Background: an optimization exercise with open tools, aiming at small area and a short achievable clock period. Do not read the settings as production practice. In this exercise RTL edits were held to simulation tests only and were not proved equivalent to the original. The clock port is modelled as an ideal driver, which makes a skipped or thinned clock tree look cheaper than it is; a real chip needs a root buffer or a tree. Power is estimated from default activity; no workload was simulated.

==> inputs of run D <==
// exec_top
module exec_top (clk, rs1_d, rs2i_d, imm_d, op_a, op_l, op_s, sel_r, bra_c, pc_v, off_v, b_rs1_pc,
                 res_d_op, res_bra, res_brt_dma);
Settings: LEC_CHECK=0, ABC_AREA=1, CAP_MARGIN=20, CORE_MARGIN=2, CORE_UTILIZATION=45, SETUP_SLACK_MARGIN=3.2, SLEW_MARGIN=20, TNS_END_PERCENT=10; clock period 5.5 ns.
standard.sh (not shown) runs the stock make flow with config.mk's settings and CLKGATE_MAP_FILE= SYNTH_SCRIPT=/design/flow/synth_recipe.tcl, a recipe that flattens the netlist after the stock synthesis.
==> flow/flow/run.sh <==
#!/bin/bash
# Standard ORFS layout, with two changes to how it is made:
#  - synthesis leaves adders to ABC (no full/half-adder cell extraction),
#  - ports are buffered with the plain sky130 buffer instead of a delay cell.
set -euo pipefail
bash standard.sh ADDER_MAP_FILE= "BUFFER_PORTS_ARGS=-buffer_cell sky130_fd_sc_hd__buf_1" finish > flow_make.log 2>&1
==> run K: changes against run D <==
==> flow/flow/run.sh (replaced) <==
#!/bin/bash
# Standard ORFS layout, with these changes to how it is made:
#  - synthesis leaves adders to ABC (no full/half-adder cell extraction),
#  - ports are buffered with the plain sky130 buffer instead of a delay cell,
#  - after CTS, flow/tree.tcl rebuilds the clock tree two buffers deep
#    (separate roots for the input and the output registers, with one more
#    stage before the output registers' roots), then timing is repaired.
set -euo pipefail
FLOW_DIR=$(cd "$(dirname "$0")" && pwd)
bash standard.sh ADDER_MAP_FILE= "BUFFER_PORTS_ARGS=-buffer_cell sky130_fd_sc_hd__buf_1" \
  SKIP_CTS_REPAIR_TIMING=1 POST_CTS_TCL=$FLOW_DIR/tree.tcl \
  TREE_LEAF_BUF=sky130_fd_sc_hd__clkbuf_16 TREE_ROOT_BUF=sky130_fd_sc_hd__clkbuf_16 \
  TREE_OUT_PRE_BUF=sky130_fd_sc_hd__clkbuf_16 \
  TREE_IN_GROUP=16 TREE_IN_ROOTS=2 TREE_OUT_GROUP=16 TREE_OUT_ROOTS=1 \
  finish > flow_make.log 2>&1
==> flow/flow/tree.tcl (new file) <==
# Replace the clock tree with a shallow one: the clock port drives a few root
# buffers, each root drives leaf buffers, each leaf drives a cluster of nearby
# registers. The input registers and the output registers get separate roots.
set block [ord::get_db_block]
set db [ord::get_db]
set clk_net [[$block findBTerm clk] getNet]

proc kmeans {pts k} {
  set n [llength $pts]
  set sorted [lsort -real -index 0 $pts]
  set cents {}
  for {set i 0} {$i < $k} {incr i} { lappend cents [lindex $sorted [expr {int(($i + 0.5) * $n / $k)}]] }
  for {set iter 0} {$iter < 30} {incr iter} {
    set asg {}
    foreach p $pts {
      set best 0; set bd 1e30
      for {set i 0} {$i < $k} {incr i} {
        lassign [lindex $cents $i] cx cy
        set d [expr {abs([lindex $p 0] - $cx) + abs([lindex $p 1] - $cy)}]
        if {$d < $bd} { set bd $d; set best $i }
      }
      lappend asg $best
    }
    set nc {}
    for {set i 0} {$i < $k} {incr i} {
      set sx 0; set sy 0; set c 0
      foreach p $pts a $asg { if {$a == $i} { set sx [expr {$sx + [lindex $p 0]}]; set sy [expr {$sy + [lindex $p 1]}]; incr c } }
      if {$c} { lappend nc [list [expr {$sx / $c}] [expr {$sy / $c}]] } else { lappend nc [lindex $cents $i] }
    }
    set cents $nc
  }
  return [list $cents $asg]
}

proc make_buf {name master x y in_net} {
  set block [ord::get_db_block]
  set buf [odb::dbInst_create $block $master $name]
  $buf setLocation [expr {int($x)}] [expr {int($y)}]
  $buf setPlacementStatus PLACED
  set net [odb::dbNet_create $block "net_$name"]
  $net setSigType CLOCK
  [$buf findITerm A] connect $in_net
  [$buf findITerm X] connect $net
  return $net
}

# all registers
set ins {}; set outs {}
foreach inst [$block getInsts] {
  if {![string match "*dfxtp*" [[$inst getMaster] getName]]} continue
  if {[string match "q_*" [$inst getName]]} { lappend ins $inst } else { lappend outs $inst }
}

# remove the old tree: every cell on the clock nets but the registers
# (buffers, inverters and the dummy loads CTS adds for balance)
set clock_nets [list $clk_net]
foreach net [$block getNets] {
  if {[$net getSigType] eq "CLOCK" && $net ne $clk_net} { lappend clock_nets $net }
}
foreach f [concat $ins $outs] { [$f findITerm CLK] disconnect }
set old {}
foreach net $clock_nets {
  foreach it [$net getITerms] {
    set inst [$it getInst]
    if {[lsearch -exact $old $inst] < 0} { lappend old $inst }
  }
}
foreach inst $old { odb::dbInst_destroy $inst }
foreach net [lrange $clock_nets 1 end] { odb::dbNet_destroy $net }
puts "tree: removed [llength $old] clock cells and [expr {[llength $clock_nets] - 1}] clock nets"

set leaf_master [$db findMaster $::env(TREE_LEAF_BUF)]
set root_master [$db findMaster $::env(TREE_ROOT_BUF)]
set li 0
foreach {group regs per nroots} [list in $ins $::env(TREE_IN_GROUP) $::env(TREE_IN_ROOTS) out $outs $::env(TREE_OUT_GROUP) $::env(TREE_OUT_ROOTS)] {
  set pts {}
  foreach f $regs { lassign [$f getLocation] x y; lappend pts [list [expr {double($x)}] [expr {double($y)}]] }
  set k [expr {int(ceil([llength $regs] / double($per)))}]
  lassign [kmeans $pts $k] cents asg
  # roots over the leaf centroids (none: the leaves hang off the clock port)
  if {$nroots == 0} {
    set rcents {}; set rasg {}
    foreach c $cents { lappend rasg 0 }
  } else {
    lassign [kmeans $cents $nroots] rcents rasg
  }
  set root_nets {}
  set src $clk_net
  if {$group eq "out" && [info exists ::env(TREE_OUT_PRE_BUF)] && $::env(TREE_OUT_PRE_BUF) ne ""} {
    # one more stage before the output registers' roots: useful skew for the
    # paths from the input registers to the output registers
    lassign [lindex [expr {[llength $rcents] ? $rcents : $cents}] 0] rx ry
    set src [make_buf "clkpre_out" [$db findMaster $::env(TREE_OUT_PRE_BUF)] $rx $ry $clk_net]
  }
  for {set r 0} {$r < $nroots} {incr r} {
    lassign [lindex $rcents $r] rx ry
    lappend root_nets [make_buf "clkroot_${group}_$r" $root_master $rx $ry $src]
  }
  if {$nroots == 0} { set root_nets [list $src] }
  for {set i 0} {$i < $k} {incr i} {
    set members {}
    foreach f $regs a $asg { if {$a == $i} { lappend members $f } }
    if {![llength $members]} continue
    lassign [lindex $cents $i] cx cy
    set net [make_buf "clkleaf_${group}_$i" $leaf_master $cx $cy [lindex $root_nets [lindex $rasg $i]]]
    foreach f $members { [$f findITerm CLK] connect $net }
    puts "tree: clkleaf_${group}_$i (root [lindex $rasg $i]) drives [llength $members] registers"
  }
}

global_connect
detailed_placement
estimate_parasitics -placement
report_clock_skew
repair_timing_helper
detailed_placement
check_placement -verbose
- SETUP_SLACK_MARGIN: 3.2 -> 3.4
==> qor summary <==
	run D	run K
Outcome	finished clean	finished clean
Max FO, Critical Path	13	1
Met1 routing resource usage after global routing	0.429	0.428
Drt wl/cell	18.2 um	18.5 um
Count of non-filler cells in the finished layout	2682	2664
All-Layer GR Usage	0.319	0.324
First-pass DRT Iterations	8	6
Wirelength, routed	48.9 mm	49.4 mm
Utilization after layout	0.550	0.543
Slew of the pin with the lowest slew margin	0.797 ns	0.789 ns
Type of the worst setup path	reg -> reg	reg -> out
Clock network fraction of total power	0.355	0.283
Final total power	4.45 mW	4.02 mW
Highest achievable clock rate	440 MHz	484 MHz
Cell with the biggest individual delay on the critical path	clkinvlp_2	dfxtp_1
Fin nets	2467	2466
Capturing point of the worst reg2reg path	res_d_op[17]$_DFF_P_	res_d_op[27]$_DFF_P_
Logic depth of the worst path, buffers included	8	1
Internal power	3.00 mW	2.62 mW
Clk power	1.58 mW	1.14 mW
Fraction of layout cells with a size suffix above 1	0.0877	0.0892
Total area of multi-input combinational cells	7350 um^2	7400 um^2
Vias	14.5k	14.4k
In run K the design's own scripts or RTL, not TritonCTS, make the clock network.

==> afterwards: timing with drivers on the ports <==
How much do the figures lean on ideal ports? The routed layouts below were timed once more, with nothing changed but the port constraints. Step 1: set_driving_cell puts a clkbuf_16 on clk and a buf_2 on each other input, an assumption about the parent block. Step 2 also shifts input and output timing later by t, the mid clock arrival at the registers, as if the neighbouring blocks saw the same clock. a / b / c = ideal / step 1 / step 2; a / b = the first two.
| run | shift t [ns] | setup WS [ns] | worst data-port slew with drivers (ns) |
|---|---|---|---|
| run D | 0.573 | 3.227 / 3.227 / 3.227 | 0.06 |
| run K | 0.473 | 3.434 / 3.352 / 3.445 | 0.07 |
After both steps setup and hold are still met in every run listed.
